This design comes from an exercise in tuning for small area, a short achievable clock period and few clock cycles per item on the open sky130 flow, not from production work.
No functional check of the RTL was part of any run shown here.
Power figures rest on the tool's default switching activity, not on a simulated workload.

File: design/flow/config.mk
export PLATFORM = sky130hd
export DESIGN_NAME = function_calculator
export DESIGN_NICKNAME = function_calculator
export VERILOG_FILES = /design/flow/design.v
export SDC_FILE = /design/flow/constraint.sdc
export NUM_CORES = 4
export LEC_CHECK = 0
export ABC_AREA = 1
export CAP_MARGIN = 20
export CORE_MARGIN = 2
export CORE_UTILIZATION = 40
export SLEW_MARGIN = 20
export BUFFER_PORTS_ARGS = -buffer_cell sky130_fd_sc_hd__buf_1
File: design/flow/constraint.sdc
create_clock -name core_clock -period 5.0 [get_ports {clk_i}]
set_input_delay 1.0000 -clock core_clock [delete_from_list [all_inputs] [get_ports {clk_i}]]
set_output_delay 1.0000 -clock core_clock [all_outputs]
set_load 0.01 [all_outputs]
File: design/flow/design.v
`timescale 1ns / 1ps
module function_calculator(
    input clk_i,
    input rst_i,
    input [15:0] sw_i,
    input start_i,
    output busy_o,
    output [15:0] y_calc
 );
    wire [7:0] b_i = sw_i[7:0];
    wire [2:0] r_d = (b_i >= 8'd216) ? 3'd6 :
                     (b_i >= 8'd125) ? 3'd5 :
                     (b_i >= 8'd64)  ? 3'd4 :
                     (b_i >= 8'd27)  ? 3'd3 :
                     (b_i >= 8'd8)   ? 3'd2 :
                     (b_i >= 8'd1)   ? 3'd1 : 3'd0;
    reg [7:0] aa;
    reg [2:0] rr;
    always @(posedge clk_i) begin
        if (rst_i) begin
            aa <= 8'd0;
            rr <= 3'd0;
        end else if (start_i) begin
            aa <= sw_i[15:8];
            rr <= r_d;
        end
    end
    wire n0 = ~aa[0];
    wire n1 = ~(aa[1] & ~aa[0]);
    wire n2 = ~(aa[1] & aa[0]);
    wire n3 = ~(aa[2] & ~aa[1]);
    wire n4 = ~(aa[2] & aa[1]);
    wire n5 = ~(aa[3] & ~aa[2]);
    wire n6 = ~(aa[3] & aa[2]);
    wire n7 = ~(aa[4] & ~aa[3]);
    wire n8 = ~(aa[4] & aa[3]);
    wire n9 = ~(aa[5] & ~aa[4]);
    wire n10 = ~(aa[5] & aa[4]);
    wire n11 = ~(aa[6] & ~aa[5]);
    wire n12 = ~(aa[6] & aa[5]);
    wire n13 = ~(aa[7] & ~aa[6]);
    wire n14 = ~(aa[7] & aa[6]);
    wire n15 = ~(aa[0] & aa[2]);
    wire n16 = ~(aa[0] & aa[3]);
    wire n17 = ~(aa[0] & aa[4]);
    wire n18 = ~(aa[0] & aa[5]);
    wire n19 = ~(aa[0] & aa[6]);
    wire n20 = ~(aa[0] & aa[7]);
    wire n21 = ~(aa[1] & aa[3]);
    wire n22 = ~(aa[1] & aa[4]);
    wire n23 = ~(aa[1] & aa[5]);
    wire n24 = ~(aa[1] & aa[6]);
    wire n25 = ~(aa[1] & aa[7]);
    wire n26 = ~(aa[2] & aa[4]);
    wire n27 = ~(aa[2] & aa[5]);
    wire n28 = ~(aa[2] & aa[6]);
    wire n29 = ~(aa[2] & aa[7]);
    wire n30 = ~(aa[3] & aa[5]);
    wire n31 = ~(aa[3] & aa[6]);
    wire n32 = ~(aa[3] & aa[7]);
    wire n33 = ~(aa[4] & aa[6]);
    wire n34 = ~(aa[4] & aa[7]);
    wire n35 = ~(aa[5] & aa[7]);
    wire n36 = ~rr[0];
    wire n37 = ~rr[1];
    wire n38 = ~rr[2];
    wire n39 = ~(n6 ^ n19);
    wire n40 = n6 | n19;
    wire n41 = n7 ^ n20 ^ n24;
    wire n42 = (n7 & n20) | (n7 & n24) | (n20 & n24);
    wire n43 = n8 ^ n25 ^ n28;
    wire n44 = (n8 & n25) | (n8 & n28) | (n25 & n28);
    wire n45 = ~(n9 ^ n29);
    wire n46 = n9 | n29;
    wire n47 = ~(n10 ^ n32);
    wire n48 = n10 | n32;
    wire n49 = ~(n4 ^ n17);
    wire n50 = n4 | n17;
    wire n51 = n5 ^ n18 ^ n22;
    wire n52 = (n5 & n18) | (n5 & n22) | (n18 & n22);
    wire n53 = n23 ^ n26 ^ n39;
    wire n54 = (n23 & n26) | (n23 & n39) | (n26 & n39);
    wire n55 = n27 ^ n40 ^ n41;
    wire n56 = (n27 & n40) | (n27 & n41) | (n40 & n41);
    wire n57 = n30 ^ n42 ^ n43;
    wire n58 = (n30 & n42) | (n30 & n43) | (n42 & n43);
    wire n59 = n31 ^ n44 ^ n45;
    wire n60 = (n31 & n44) | (n31 & n45) | (n44 & n45);
    wire n61 = n33 ^ n46 ^ n47;
    wire n62 = (n33 & n46) | (n33 & n47) | (n46 & n47);
    wire n63 = n11 ^ n34 ^ n48;
    wire n64 = (n11 & n34) | (n11 & n48) | (n34 & n48);
    wire n65 = ~(n12 ^ n35);
    wire n66 = n12 | n35;
    wire n67 = ~(n0 ^ n36);
    wire n68 = n0 | n36;
    wire n69 = ~(n37 ^ n68);
    wire n70 = n37 | n68;
    wire n71 = n1 ^ n38 ^ n70;
    wire n72 = (n1 & n38) | (n1 & n70) | (n38 & n70);
    wire n73 = n2 ^ n15 ^ n72;
    wire n74 = (n2 & n15) | (n2 & n72) | (n15 & n72);
    wire n75 = n3 ^ n16 ^ n74;
    wire n76 = (n3 & n16) | (n3 & n74) | (n16 & n74);
    wire n77 = n21 ^ n49 ^ n76;
    wire n78 = (n21 & n49) | (n21 & n76) | (n49 & n76);
    wire n79 = n50 ^ n51 ^ n78;
    wire n80 = (n50 & n51) | (n50 & n78) | (n51 & n78);
    wire n81 = n52 ^ n53 ^ n80;
    wire n82 = (n52 & n53) | (n52 & n80) | (n53 & n80);
    wire n83 = n54 ^ n55 ^ n82;
    wire n84 = (n54 & n55) | (n54 & n82) | (n55 & n82);
    wire n85 = n56 ^ n57 ^ n84;
    wire n86 = (n56 & n57) | (n56 & n84) | (n57 & n84);
    wire n87 = n58 ^ n59 ^ n86;
    wire n88 = (n58 & n59) | (n58 & n86) | (n59 & n86);
    wire n89 = n60 ^ n61 ^ n88;
    wire n90 = (n60 & n61) | (n60 & n88) | (n61 & n88);
    wire n91 = n62 ^ n63 ^ n90;
    wire n92 = (n62 & n63) | (n62 & n90) | (n63 & n90);
    wire n93 = n64 ^ n65 ^ n92;
    wire n94 = (n64 & n65) | (n64 & n92) | (n65 & n92);
    wire n95 = n13 ^ n66 ^ n94;
    wire n96 = (n13 & n66) | (n13 & n94) | (n66 & n94);
    wire n97 = ~(n14 ^ n96);
    wire n98 = n14 | n96;
    wire [15:0] sq = ~{n97, n95, n93, n91, n89, n87, n85, n83, n81, n79, n77, n75, n73, n71, n69, n67};
    assign y_calc = sq;
    assign busy_o = 1'b0;
endmodule
File: design/flow/flow/run.sh
#!/bin/bash
# Standard layout, with the port buffers inserted as buf_1 cells instead of
# the resizer's default choice (clkdlybuf4s50_1, larger and slower).
set -euo pipefail
echo 'export BUFFER_PORTS_ARGS = -buffer_cell sky130_fd_sc_hd__buf_1' >> config.mk
bash standard.sh > standard.log 2>&1
File: design/flow/standard.sh
#!/bin/bash
# synth_recipe.tcl (not shown) runs the flow's synth.tcl, then flattens the netlist and writes it again
# the make line also repeats each setting of config.mk as NAME=value (left out here)
make -C /OpenROAD-flow-scripts/flow DESIGN_CONFIG=/design/flow/config.mk WORK_HOME=/design/flow/orfs CLKGATE_MAP_FILE= SYNTH_SCRIPT=/design/flow/synth_recipe.tcl "${@:-finish}"
==> results of run 1 <==
[layer usage]
layer / global-route usage / vias to the layer above / share of wire
li1: - / 643 / -
met1: 0.1830 / 553 / 0.45
met2: 0.2579 / 23 / 0.51
met3: 0.02143 / 2 / 0.032
met4: 0.01630 / 0 / 0.0047
met5: 0 / - / 0
[critical path: cells and delay by family (launching register included)]
family	cells	cell delay, ns
fa+ha+maj	15	4.09
flops	1	0.37
buf+inv	9	0.54
[cells in the mapped netlist]
cell type  number
fa_1           22
o21ai_0         1
ha_1            7
xnor2_1         1
conb_1          1
buf_4           1
inv_2           1
dfxtp_1        11
nand2_1        44
a21oi_2         1
nand3_1         2
clkbuf_1        9
inv_1          63
a21oi_1         5
nor2_1         22
buf_2           1
a211o_1         1
nor3_1          1
a211oi_1        7
[final cells by class]
class / instances / area share
Clock buffer: 4 / 0.01474
Inverter: 64 / 0.1347
Multi-Input combinational cell: 115 / 0.5474
Sequential cell: 11 / 0.1249
Tap cell: 46 / 0.03228
Timing Repair Buffer: 48 / 0.1460
[power by group]
| group | internal (uW) | switching, uW |
|---|---|---|
| Clock | 30.8 | 29.1 |
| Sequential | 93.9 | 4.77 |
| Combinational | 46.7 | 60.9 |
| Total | 171 | 94.8 |
[cells by family after synthesis]
family / after synthesis / share of synthesized area
buf+inv: 75 / 0.2032
simple gates: 69 / 0.1863
fa+ha+maj: 29 / 0.3744
compound gates: 15 / 0.07098
flops: 11 / 0.1562
xor+xnor: 1 / 0.006212
other cells: 1 / 0.002659
[per-stage QoR]
step,total power [uW],std cells,setup TNS (ns),hold WS (ns),area (um2)
floorplan,168.3,201,-2.192,0.4483,1463
detailed placement,201.3,284,-3.298,0.4640,1697
global placement,200.4,284,-3.103,0.4636,1697
finish,266.2,288,-4.347,0.4893,1783
CTS,265.3,288,-4.638,0.4889,1768
global route,292.9,288,-5.325,0.5191,1783
[worst paths after layout]
path | from | end | slack (ns) | cells after the start
worst min-delay path | rr[0] | rr[0] | 0.49 | 2
worst max-delay path | aa[0] | y_calc[14] | -1.26 | 24
worst min register to register | rr[0] | rr[0] | 0.49 | 2
worst max register to register | aa[2] | aa[2] | 4.04 | 4
[what timing repair did]
| action | in CTS | in global routing |
|---|---|---|
| hold buffers | 0 | 0 |
| setup endpoints to repair | 6 | 6 |
| pin swaps | 0 | 1 |
| gates resized for setup | 14 | 9 |
[flip-flops by register name, summed over array words and instances, names as in the netlist]
| register | cells |
|---|---|
| aa | 8 |
| rr | 3 |
==> out/qor.csv, run 1 <==
stage,metric,value,unit
synth,Synth warnings,1,
sta,f_max,0.1598,GHz
worst_setup_path,CP Max Fanout,2,
run,Max Cap Viol,0,
grt,gr usage total,0.1420,
layout,Nets,291,
routing,WL/cell,8.806,um
layout,fillcell total,372,
synth,mapped cell area,0.001410,mm2
sta,clk_skew,0,ns
sta,fin. max-slew vios,0,
grt,initial antenna violation count,0,
sta,RSZ-0062 raised after global routing,yes,
routing,ANT nets after route,0,
status,status,failed layout checks,
sta,final count of negative-setup-slack endpoints,6,
sta,Final WS setup,-1.258,ns
grt,first-pass GRT wire length,4685,um
clock_network,post-CTS setup buffers,0,
clock_network,clk latency of the worst-skew pair,0.26,ns
sta,fin crit period,6.258,ns
layout,Util after Layout,0.5301,
place,DP Worst Slack,-1.043,ns
worst_setup_path,Slowest Stage Delay on Critical Path,0.44,ns
worst_setup_path,Crit Path Class,reg -> out,
floorplanning,Cell Rows,21,
synth,syn avg cell area,7.015,um2
floorplanning,core area,0.003363,mm2
worst_setup_path,"most used cell, CP",fa_2,
layout,Multi-input gate area,975.9,um2
floorplanning,top-level I/O count,36,
clock_network,Num Clock Sinks,11,
worst_setup_path,WP data required,4.00,ns
routing,drt initial violations,8,
grt,vias in the first global route,1170,
clock_network,TritonCTS clock tree,done,
routing,Routed Wire Length,2536,um
synth,top-area cell type share of the netlist area,0.3123,
floorplanning,chip width,63.38,um
synth,Synth Net Count,249,
synth,largest area contributor in the netlist,fa_1,
synth,Synth area leaders,"fa_1 31%, inv_1 17%, dfxtp_1 16%",
worst_setup_path,Critical Path Sink Type,output port,
worst_setup_path,slowest CP cell,fa_2,
routing,Pre-Repair DR Iteration Count,4,
power_and_ir_drop,Power Density,149.3,mW/mm2
power_and_ir_drop,worst vdd ir,0.08229,mV
layout,share of cells above drive strength 1,0.2231,
layout,area growth from synthesis to layout,26.44,%
floorplanning,die height,63.38,um
worst_setup_path,arrival time worst endpoint,5.26,ns
place,GP Congestion,0.7326,
floorplanning,Initial Util,0.4193,
routing,vias,1221,
synth,post-synthesis cell count,201,
layout,"commonest non-fill, non-tap cells in the layout","51 x inv_1, 44 x nand2_1, 30 x buf_1",
routing,DR vias/cell,4.240,
place,dpl hpwl,2115,um
routing,drt drc,0,
grt,grt ovf,0,
worst_setup_path,critical path cell sequence,"ha_4, ha_4, fa_2, inv_2, fa_2, inv_2, fa_2, inv_2, fa_2, inv_2, fa_2, inv_2, fa_2, fa_2, fa_2, fa_2, fa_2, inv_2, fa_2, inv_2, fa_2, inv_2, fa_2, buf_6",
clock_network,TritonCTS buffer count,3,
status,Layout Check Fails,setup timing,
hold_path,worst hold path type,reg -> reg,
sta,"Hold Violations, Final",0,
clock_network,"Clk pin slew, worst setup/hold paths",0.07,ns
sta,fin crit share,1.252,
place,Port Buffers,34,
synth,post-synthesis cell type count,19,
layout,"most common cell after layout, fill and taps aside",inv_1,
synth,"Seq/Total Area, Yosys",0.1562,
worst_setup_path,CP startpoint kind,flop,
power_and_ir_drop,Leakage,0.0009648,uW
grt,largest net degree at the start of global routing,19,
synth,synthesized flop and latch total,11,
clock_network,H-tree Lvls,1,
layout,sequential cell area,222.7,um2
layout,# diodes,0,
clock_network,clock root buffer,clkbuf_4,
clock_network,clock tree buffer depth,2,
floorplanning,Die Area,0.004016,mm2
==> run 2: changes to the inputs <==
--- a/design/flow/design.v
+++ b/design/flow/design.v
@@ -108,8 +108,8 @@
     wire n80 = (n50 & n51) | (n50 & n78) | (n51 & n78);
     wire n81 = n52 ^ n53 ^ n80;
     wire n82 = (n52 & n53) | (n52 & n80) | (n53 & n80);
-    wire n83 = n54 ^ n55 ^ n82;
-    wire n84 = (n54 & n55) | (n54 & n82) | (n55 & n82);
+    wire n83 = ~(n54 ^ n55);
+    wire n84 = n54 | n55;
     wire n85 = n56 ^ n57 ^ n84;
     wire n86 = (n56 & n57) | (n56 & n84) | (n57 & n84);
     wire n87 = n58 ^ n59 ^ n86;
@@ -124,7 +124,26 @@
     wire n96 = (n13 & n66) | (n13 & n94) | (n66 & n94);
     wire n97 = ~(n14 ^ n96);
     wire n98 = n14 | n96;
-    wire [15:0] sq = ~{n97, n95, n93, n91, n89, n87, n85, n83, n81, n79, n77, n75, n73, n71, n69, n67};
+    wire n99 = n54 ^ n55 ^ 1'b0;
+    wire n100 = (n54 & n55) | (n54 & 1'b0) | (n55 & 1'b0);
+    wire n101 = n56 ^ n57 ^ n100;
+    wire n102 = (n56 & n57) | (n56 & n100) | (n57 & n100);
+    wire n103 = n58 ^ n59 ^ n102;
+    wire n104 = (n58 & n59) | (n58 & n102) | (n59 & n102);
+    wire n105 = n60 ^ n61 ^ n104;
+    wire n106 = (n60 & n61) | (n60 & n104) | (n61 & n104);
+    wire n107 = n62 ^ n63 ^ n106;
+    wire n108 = (n62 & n63) | (n62 & n106) | (n63 & n106);
+    wire n109 = n64 ^ n65 ^ n108;
+    wire n110 = (n64 & n65) | (n64 & n108) | (n65 & n108);
+    wire n111 = n13 ^ n66 ^ n110;
+    wire n112 = (n13 & n66) | (n13 & n110) | (n66 & n110);
+    wire n113 = ~(n14 ^ n112);
+    wire n114 = n14 | n112;
+    wire [7:0] hi0 = ~{n97, n95, n93, n91, n89, n87, n85, n83};
+    wire [7:0] hi1 = ~{n113, n111, n109, n107, n105, n103, n101, n99};
+    wire [7:0] lo = ~{n81, n79, n77, n75, n73, n71, n69, n67};
+    wire [15:0] sq = {~n82 ? hi1 : hi0, lo};
     assign y_calc = sq;
     assign busy_o = 1'b0;
 endmodule
==> run 2 against run 1 <==
  * The layout still fails its checks (setup timing)
  * Global-route usage is 0.35 points higher
  * Total power increased by 14%
  * Routed wire length up 13%
  * Sequential share of layout area down 1.3 points
  * First-iteration DRC count is 130% higher
  * Cell count increased by 5.2%
  * Critical path depth down 8
  * Flip-flop and latch count stayed put
  * Maximum frequency rose by 20%
  * Core utilization is 3.4 points lower
==> out/qor.csv, run 2 <==
stage,metric,value,unit,change
status,status,failed layout checks,,
status,Layout Check Fails,setup timing,,
routing,vias,1335,,+9.3%
synth,post-synthesis cell type count,24,,+5
sta,fin crit share,1.042,,-0.2096
clock_network,"Clk pin slew, worst setup/hold paths",0.05,ns,-0.02 ns
clock_network,TritonCTS buffer count,3,,unchanged
layout,area growth from synthesis to layout,20.67,%,
synth,"Async S/R FF share, synth",0,,unchanged
grt,first-pass GRT wire length,5140,um,+9.7%
place,Port Buffers,34,,unchanged
synth,synthesized flop and latch total,11,,unchanged
routing,drt drc,0,,unchanged
sta,f_max,0.1919,GHz,+20%
sta,Slew @ Worst Pin,0.5755,ns,
floorplanning,Initial Util,0.4115,,-0.007803
power_and_ir_drop,Leakage,0.001088,uW,+13%
power_and_ir_drop,Power Density,153.6,mW/mm2,+2.8%
sta,"Hold Violations, Final",0,,unchanged
place,dpl hpwl,2514,um,+19%
clock_network,TritonCTS clock tree,done,,
layout,"most common cell after layout, fill and taps aside",inv_1,,
synth,top-area cell type share of the netlist area,0.3308,,+0.01845
grt,gr usage total,0.1455,,+0.003453
clock_network,Num Clock Sinks,11,,unchanged
power_and_ir_drop,Internal,199.1,uW,+16%
sta,Slew headroom,0.6163,,
worst_setup_path,CP startpoint kind,flop,,
clock_network,clock tree buffer depth,2,,unchanged
clock_network,clock root buffer,clkbuf_8,,
synth,Commonest cells post-synth,"58 x inv_1, 40 x nand2_1, 27 x fa_1, 22 x nor2_1, 11 x dfxtp_1",,
sta,RSZ-0062 raised after global routing,yes,,
run,Max Cap Viol,0,,unchanged
floorplanning,core area,0.003971,mm2,+18%
sta,fin. max-slew vios,0,,unchanged
worst_setup_path,arrival time worst endpoint,4.21,ns,-1.05 ns
grt,vias in the first global route,1315,,+12%
worst_setup_path,Critical Path Sink Type,output port,,
place,GP Congestion,0.8324,,+14%
synth,most common cell in the netlist,inv_1,,
sta,WHS,0.4942,ns,+0.004943 ns
grt,grt ovf,0,,unchanged
sta,fin crit period,5.210,ns,-1.048 ns
routing,DR vias/cell,4.406,,+3.9%
floorplanning,chip width,67.92,um,+7.2%
routing,Routed Wire Length,2863,um,+13%
power_and_ir_drop,relative contribution of sequential cells to total power,0.330,,-0.041
clock_network,H-tree Lvls,1,,unchanged
floorplanning,top-level I/O count,36,,unchanged
synth,Synth warnings,1,,unchanged
worst_setup_path,Crit Path Class,reg -> out,,
floorplanning,Die Area,0.004612,mm2,+15%
layout,Biggest register,aa,,
floorplanning,die height,67.92,um,+7.2%
worst_setup_path,WP data required,4.00,ns,about the same
layout,"commonest non-fill, non-tap cells in the layout","55 x inv_1, 40 x nand2_1, 31 x buf_1",,
power_and_ir_drop,Gate power share,0.381,,-0.023
sta,Final WS setup,-0.2100,ns,+1.048 ns
layout,share of cells above drive strength 1,0.2016,,-0.02156
clock_network,clk latency of the worst-skew pair,0.23,ns,-0.03 ns
synth,mapped cell area,0.001634,mm2,+16%
grt,largest net degree at the start of global routing,17,,-2
power_and_ir_drop,worst vdd ir,0.07558,mV,-8.1%
synth,most used flip-flop cell after synthesis,dfxtp_1,,
hold_path,worst hold path type,reg -> reg,,
layout,Util after Layout,0.4965,,-0.03360
synth,Post-synth EDFFs,0,,unchanged
synth,syn avg cell area,7.672,um2,+9.4%
synth,largest area contributor in the netlist,fa_1,,
synth,"Seq/Total Area, Yosys",0.1348,,-0.02140
synth,Synth Net Count,268,,+7.6%
layout,max reg flops,8,,unchanged
sta,final count of negative-setup-slack endpoints,2,,-4
routing,Pre-Repair DR Iteration Count,4,,unchanged
power_and_ir_drop,sw frac,0.3425,,-0.01347
grt,initial antenna violation count,0,,unchanged
synth,Synth area leaders,"fa_1 33%, dfxtp_1 13%, inv_1 13%",,
layout,# diodes,0,,unchanged
floorplanning,Cell Rows,23,,+9.5%
routing,drt initial violations,18,,+10
synth,post-synthesis cell count,213,,+6.0%
clock_network,hold_buf cts,0,,unchanged
power_and_ir_drop,Net Switching,103.7,uW,+9.4%
routing,ANT nets after route,0,,unchanged
routing,WL/cell,9.449,um,+7.3%
layout,Nets,309,,+6.2%
layout,Largest regs,"aa (8), rr (3)",,
worst_setup_path,CP Max Fanout,3,,+1
sta,clk_skew,0,ns,unchanged
layout,fillcell total,403,,+8.3%
power_and_ir_drop,clock power share,0.289,,+0.064
run 2: cell count changes after synthesis, moves of 3 or more:
cell	delta
fa_1	+5
inv_1	-5
mux2_2	+4
nand2_1	-4
a21oi_1	-3
mux2i_1	+3
run 2: final timing paths:
check / slack, ns / depth (start not counted) / endpoint / startpoint
max: -0.21 / 16 / y_calc[14] / aa[3]
min: 0.49 / 2 / rr[0] / rr[0]
max reg2reg: 4.11 / 3 / aa[6] / aa[6]
min reg2reg: 0.49 / 2 / rr[0] / rr[0]
run 2: power groups by stage:
stage | combinational (uW) | sequential (uW) | clock [uW]
floorplan | 82.6 | 97.5 | 0
global placement | 113 | 101 | 0
detailed placement | 114 | 101 | 0
CTS | 116 | 99.7 | 90.2
global route | 136 | 101 | 95.0
finish | 115 | 99.9 | 87.5
run 2: layout make-up:
type                    count  area (um2)  area share
multi-input cells         129        1167      0.5920
repair buffers             48       246.5      0.1250
inverters                  61       229.0      0.1161
flip-flops and latches     11       221.5      0.1123
well taps                  50       62.56     0.03173
clock buffers               4       45.04     0.02284
run 2: per-stage QoR:
stage               power [uW]  cell area, um2  TNS [ns]  std cells  setup WS (ns)
floorplan                180.1            1647         0        213        0.01129
global placement         214.2            1872  -0.06023        299       -0.05240
detailed placement       215.9            1872   -0.1051        299       -0.07017
CTS                      305.6            1932   -0.5505        303        -0.2925
global route             332.3            1972   -0.7774        303        -0.3981
finish                   302.8            1972   -0.3940        303        -0.2100
run 2: what timing repair did:
item | CTS | global route
resized for setup | 7 | 16
setup buffers | 0 | 0
endpoints found under the setup margin | 2 | 7
run 2: kinds of logic (layout without fill, tap and decap cells):
kind of cell    after synthesis  after routing  synth area share
mux                           7              7           0.04594
xor+xnor                      2              2           0.01072
other cells                   1              1          0.002295
fa+ha+maj                    36             36            0.3997
compound gates               13             13           0.05283
simple gates                 70             70            0.1746
buf+inv                      73            113            0.1792
flops                        11             11            0.1348
run 2: critical path, cell delays in order (launching register included):
cell and delay [ns]:
dfxtp_1 0.34, nor2_1 0.07, fa_1 0.54, inv_1 0.05, fa_1 0.46, ha_2 0.18, inv_1 0.06, fa_2 0.19
fa_2 0.18, inv_1 0.05, fa_2 0.33, fa_2 0.34, fa_2 0.34, inv_2 0.06, fa_1 0.40, mux2_4 0.28
buf_6 0.12
run 2: layer usage:
metal  global-route usage  vias to the layer above  wire length, um
met4              0.03750                        0               21
met3              0.01974                        2               70
met2               0.2647                       25             1437
li1                     -                      689                -
met5                    0                        -                0
met1               0.1809                      619             1334
==> run 3: changes to the inputs <==
--- a/design/flow/design.v
+++ b/design/flow/design.v
@@ -92,58 +92,9 @@
     wire n64 = (n11 & n34) | (n11 & n48) | (n34 & n48);
     wire n65 = ~(n12 ^ n35);
     wire n66 = n12 | n35;
-    wire n67 = ~(n0 ^ n36);
-    wire n68 = n0 | n36;
-    wire n69 = ~(n37 ^ n68);
-    wire n70 = n37 | n68;
-    wire n71 = n1 ^ n38 ^ n70;
-    wire n72 = (n1 & n38) | (n1 & n70) | (n38 & n70);
-    wire n73 = n2 ^ n15 ^ n72;
-    wire n74 = (n2 & n15) | (n2 & n72) | (n15 & n72);
-    wire n75 = n3 ^ n16 ^ n74;
-    wire n76 = (n3 & n16) | (n3 & n74) | (n16 & n74);
-    wire n77 = n21 ^ n49 ^ n76;
-    wire n78 = (n21 & n49) | (n21 & n76) | (n49 & n76);
-    wire n79 = n50 ^ n51 ^ n78;
-    wire n80 = (n50 & n51) | (n50 & n78) | (n51 & n78);
-    wire n81 = n52 ^ n53 ^ n80;
-    wire n82 = (n52 & n53) | (n52 & n80) | (n53 & n80);
-    wire n83 = ~(n54 ^ n55);
-    wire n84 = n54 | n55;
-    wire n85 = n56 ^ n57 ^ n84;
-    wire n86 = (n56 & n57) | (n56 & n84) | (n57 & n84);
-    wire n87 = n58 ^ n59 ^ n86;
-    wire n88 = (n58 & n59) | (n58 & n86) | (n59 & n86);
-    wire n89 = n60 ^ n61 ^ n88;
-    wire n90 = (n60 & n61) | (n60 & n88) | (n61 & n88);
-    wire n91 = n62 ^ n63 ^ n90;
-    wire n92 = (n62 & n63) | (n62 & n90) | (n63 & n90);
-    wire n93 = n64 ^ n65 ^ n92;
-    wire n94 = (n64 & n65) | (n64 & n92) | (n65 & n92);
-    wire n95 = n13 ^ n66 ^ n94;
-    wire n96 = (n13 & n66) | (n13 & n94) | (n66 & n94);
-    wire n97 = ~(n14 ^ n96);
-    wire n98 = n14 | n96;
-    wire n99 = n54 ^ n55 ^ 1'b0;
-    wire n100 = (n54 & n55) | (n54 & 1'b0) | (n55 & 1'b0);
-    wire n101 = n56 ^ n57 ^ n100;
-    wire n102 = (n56 & n57) | (n56 & n100) | (n57 & n100);
-    wire n103 = n58 ^ n59 ^ n102;
-    wire n104 = (n58 & n59) | (n58 & n102) | (n59 & n102);
-    wire n105 = n60 ^ n61 ^ n104;
-    wire n106 = (n60 & n61) | (n60 & n104) | (n61 & n104);
-    wire n107 = n62 ^ n63 ^ n106;
-    wire n108 = (n62 & n63) | (n62 & n106) | (n63 & n106);
-    wire n109 = n64 ^ n65 ^ n108;
-    wire n110 = (n64 & n65) | (n64 & n108) | (n65 & n108);
-    wire n111 = n13 ^ n66 ^ n110;
-    wire n112 = (n13 & n66) | (n13 & n110) | (n66 & n110);
-    wire n113 = ~(n14 ^ n112);
-    wire n114 = n14 | n112;
-    wire [7:0] hi0 = ~{n97, n95, n93, n91, n89, n87, n85, n83};
-    wire [7:0] hi1 = ~{n113, n111, n109, n107, n105, n103, n101, n99};
-    wire [7:0] lo = ~{n81, n79, n77, n75, n73, n71, n69, n67};
-    wire [15:0] sq = {~n82 ? hi1 : hi0, lo};
+    wire [15:0] ra = {n14, n13, n64, n62, n60, n58, n56, n54, n52, n50, n21, n3, n2, n1, n37, n0};
+    wire [15:0] rb = {1'b1, n66, n65, n63, n61, n59, n57, n55, n53, n51, n49, n16, n15, n38, 1'b1, n36};
+    wire [15:0] sq = ~(ra + rb + 16'd1);
     assign y_calc = sq;
     assign busy_o = 1'b0;
 endmodule
==> run 3 against run 2 <==
  * The run now finishes clean
  * Worst hold slack improved by 0.0036 ns
  * Design area rose by 1.6%
  * Count of clock-buffer cells in the layout unchanged
  * Die area increased by 10%
==> out/qor.csv, run 3 <==
stage,metric,value,unit,change
sta,clk_skew,0,ns,unchanged
routing,Met3 Wirelength,127,um,+81%
layout,Nets,376,,+22%
worst_setup_path,WP data required,4.00,ns,about the same
worst_setup_path,Setup crit end,y_calc[15],,
synth,mapped cell area,0.001813,mm2,+11%
floorplanning,top-level I/O count,36,,unchanged
routing,vias,1775,,+33%
sta,fin crit period,4.151,ns,-1.059 ns
synth,synthesized flop and latch total,11,,unchanged
layout,Largest regs,"aa (8), rr (3)",,
clock_network,TritonCTS clock tree,done,,
grt,gr usage total,0.1639,,+0.01838
synth,post-synthesis compound-gate area fraction,0.1215,,+0.06863
routing,drt initial violations,83,,+65
place,Port Buffers,34,,unchanged
sta,f_max,0.2409,GHz,+26%
floorplanning,die height,71.33,um,+5.0%
place,dpl hpwl,3166,um,+26%
routing,wl on met1,1973,um,+48%
synth,"Async S/R FF share, synth",0,,unchanged
clock_network,post-CTS setup buffers,0,,unchanged
routing,Routed Wire Length,3690,um,+29%
run,Max Cap Viol,0,,unchanged
clock_network,TritonCTS buffer count,3,,unchanged
synth,post-synthesis cell type count,29,,+21%
synth,largest family of logic cells by synthesized area,simple AND/OR/NAND/NOR gates,,
status,status,"complete, no violations",,
routing,WL/cell,9.736,um,+3.0%
synth,largest area contributor in the netlist,nand2_1,,
layout,share of cells above drive strength 1,0.03670,,-0.1649
layout,fillcell total,499,,+24%
synth,most used flip-flop cell after synthesis,dfxtp_1,,
routing,ANT nets after route,0,,unchanged
routing,Max Used Layer,met4,,
worst_setup_path,R2R setup slack,4.04,ns,-0.07 ns
synth,Synth Area in Simple Gates,0.3092,,+0.1346
power_and_ir_drop,relative contribution of sequential cells to total power,0.304,,-0.026
synth,adder-cell share of the synthesized area,0.2374,,-0.1623
layout,Multi-input gate area,0.001303,mm2,+12%
synth,top-area cell type share of the netlist area,0.1718,,-0.1589
layout,max reg flops,8,,unchanged
synth,Synth warnings,1,,unchanged
synth,most common cell in the netlist,nand2_1,,
grt,grt ovf,0,,unchanged
worst_setup_path,Crit Path Class,reg -> out,,
floorplanning,Cell Rows,24,,+4.3%
worst_setup_path,slowest CP cell,dfxtp_1,,
clock_network,clock tree buffer depth,2,,unchanged
worst_setup_path,Critical Path Sink Type,output port,,
synth,post-synthesis cell count,300,,+41%
power_and_ir_drop,Internal,209.7,uW,+5.3%
floorplanning,Die Area,0.005087,mm2,+10%
clock_network,Num Clock Sinks,11,,unchanged
grt,first-pass GRT wire length,7086,um,+38%
worst_setup_path,arrival time worst endpoint,3.15,ns,-1.06 ns
sta,RSZ-0062 raised after global routing,no,,
worst_setup_path,critical path cell sequence,"inv_1, nor2_1, fa_1, fa_1, inv_1, ha_1, a21oi_1, o21ai_0, a21oi_1, nand3_1, nand2_1, buf_1",,
power_and_ir_drop,worst vdd ir,0.1964,mV,+160%
sta,final count of negative-setup-slack endpoints,0,,-2
worst_setup_path,r2r startpoint,aa[6],,
routing,drt drc,0,,unchanged
layout,area growth from synthesis to layout,10.56,%,
worst_setup_path,reg2reg end,aa[6],,
power_and_ir_drop,Net Switching,136.0,uW,+31%
worst_setup_path,Slowest Stage Delay on Critical Path,0.50,ns,-0.04 ns
clock_network,clock root buffer,clkbuf_8,,
layout,"most common cell after layout, fill and taps aside",nand2_1,,
power_and_ir_drop,clock power share,0.255,,-0.034
floorplanning,core area,0.004354,mm2,+9.6%
floorplanning,chip width,71.33,um,+5.0%
routing,DR vias/cell,4.683,,+6.3%
synth,syn avg cell area,6.043,um2,-21%
synth,"Seq/Total Area, Yosys",0.1215,,-0.01330
clock_network,post-CTS sizing,0,,-7
worst_setup_path,Register-to-Register Path Depth,2,,-1
grt,largest net degree at the start of global routing,17,,unchanged
synth,Post-Synth XOR/XNOR Area,0.04831,,+0.03759
power_and_ir_drop,Leakage,0.001060,uW,-2.5%
place,GP Congestion,0.8398,,+0.89%
synth,Post-synth EDFFs,0,,unchanged
synth,Synth Net Count,348,,+30%
clock_network,H-tree Lvls,1,,unchanged
worst_setup_path,CP Max Fanout,9,,+6
sta,fin crit share,0.8303,,-0.2117
hold_path,worst hold path type,reg -> reg,,
layout,# diodes,0,,unchanged
layout,"commonest non-fill, non-tap cells in the layout","83 x nand2_1, 65 x inv_1, 34 x buf_1",,
layout,Util after Layout,0.4603,,-0.03619
worst_setup_path,CP startpoint,aa[4],,
grt,vias in the first global route,1725,,+31%
synth,Commonest cells post-synth,"83 x nand2_1, 65 x inv_1, 30 x nor2_1, 20 x a21oi_1, 20 x ha_1",,
grt,initial antenna violation count,0,,unchanged
sta,fin. max-slew vios,0,,unchanged
synth,mux contribution to synthesized area,0,,-0.04594
power_and_ir_drop,Power Density,172.5,mW/mm2,+12%
routing,met2 routed WL,1572,um,+9.4%
synth,Synth area leaders,"nand2_1 17%, ha_1 14%, inv_1 13%",,
clock_network,"Clk pin slew, worst setup/hold paths",0.05,ns,about the same
layout,sequential cell area,220.2,um2,-0.56%
power_and_ir_drop,sw frac,0.3933,,+0.05081
clock_network,hold_buf cts,0,,unchanged
layout,Biggest register,aa,,
clock_network,clk latency of the worst-skew pair,0.23,ns,about the same
routing,Pre-Repair DR Iteration Count,4,,unchanged
sta,"Hold Violations, Final",0,,unchanged
sta,setup TNS,0,ns,+0.3940 ns
worst_setup_path,CP startpoint kind,flop,,
floorplanning,Initial Util,0.4164,,+0.004911
power_and_ir_drop,Gate power share,0.441,,+0.060
run 3: changes by cell type after synthesis, moves of 3 or more:
| cell | delta |
|---|---|
| a21oi_1 | +18 |
| fa_1 | -18 |
| ha_1 | +11 |
| inv_1 | +7 |
| inv_2 | -3 |
| mux2_2 | -4 |
| mux2i_1 | -3 |
| nand2_1 | +43 |
| nand3_1 | +7 |
| nand3b_1 | +3 |
| nor2_1 | +8 |
| o21ai_0 | +4 |
| xnor2_1 | +5 |
| xor2_1 | +3 |
run 3: layout make-up:
class,count,area share
inverter,65,0.1217
tap,52,0.03246
multi-input combinational,213,0.6498
sequential,11,0.1099
clock buffer,4,0.02247
timing repair buffer,34,0.06367
run 3: kinds of logic after synthesis:
logic type | count (synthesis)
AOI/OAI and AO/OA | 37
xor gates and xnor gates | 10
adders and majority gates | 29
buffers and inverters | 76
DFF | 11
other | 1
and+or+nand+nor | 136
run 3: metrics by stage:
stage	hold slack (ns)	cell area, um2	cells	worst slack (ns)	total power, uW
5_1_grt	0.5181	2004	379	0.5178	379.4
3_3_place_gp	0.4805	1959	375	1.101	260.0
2_1_floorplan	0.4482	1813	300	1.377	219.7
6_report	0.4979	2004	379	0.8486	345.7
4_1_cts	0.5013	2004	379	0.8318	347.7
3_5_place_dp	0.4935	1959	375	1.088	260.4
run 3: per-layer routing:
metal / up-vias / global-route usage
met5: - / 0
met4: 0 / 0.03354
met3: 2 / 0.01688
met2: 30 / 0.2695
met1: 772 / 0.2335
li1: 971 / -
run 3: worst min path at each step:
stage          start    end  slack, ns  cells after the start
6_report       rr[0]  rr[0]       0.50                      2
5_1_grt        rr[0]  rr[0]       0.52                      2
4_1_cts        rr[0]  rr[0]       0.50                      2
3_5_place_dp   rr[0]  rr[0]       0.49                      2
3_3_place_gp   rr[0]  rr[0]       0.48                      2
2_1_floorplan  rr[0]  rr[0]       0.45                      2
run 3: power groups by stage:
stage,registers (uW),logic [uW],clock network [uW]
global placement,107,153,0
global route,107,178,94.1
finish,105,152,88.1
floorplan,96.9,123,0
detailed placement,107,154,0
CTS,105,154,88.8
run 3: critical path: cells and delay by family, from the launching register on:
| family | cells | cell delay, ns |
|---|---|---|
| adder cells (fa/ha/maj) | 3 | 1.23 |
| AND/OR/NAND/NOR | 3 | 0.32 |
| flip-flops | 1 | 0.50 |
| buffers and inverters | 3 | 0.30 |
| AO/OA/AOI/OAI | 3 | 0.57 |

re-timing with driven ports:
Ports are ideal in the flow. The routed layouts listed here were re-timed in OpenROAD. Step 1: set_driving_cell puts a clkbuf_16 on clk_i and a buf_2 on each other input, an assumption about the parent block. Step 2 adds t to the input delays and takes it off the output delays; t is the mean of the earliest and latest rising clock arrival at the registers after step 1. Input paths then give back, and output paths get back, about the clock's delay inside the block. Slacks: ideal / step 1 / step 2; pairs: ideal / step 1.
run	t, ns	setup slack, ns	worst setup path at the end
run 1	0.281	-1.258 / -1.276 / -0.995	register to output
run 2	0.255	-0.210 / -0.232 / 0.022	register to output
run 3	0.254	0.849 / 0.828 / 1.082	register to output
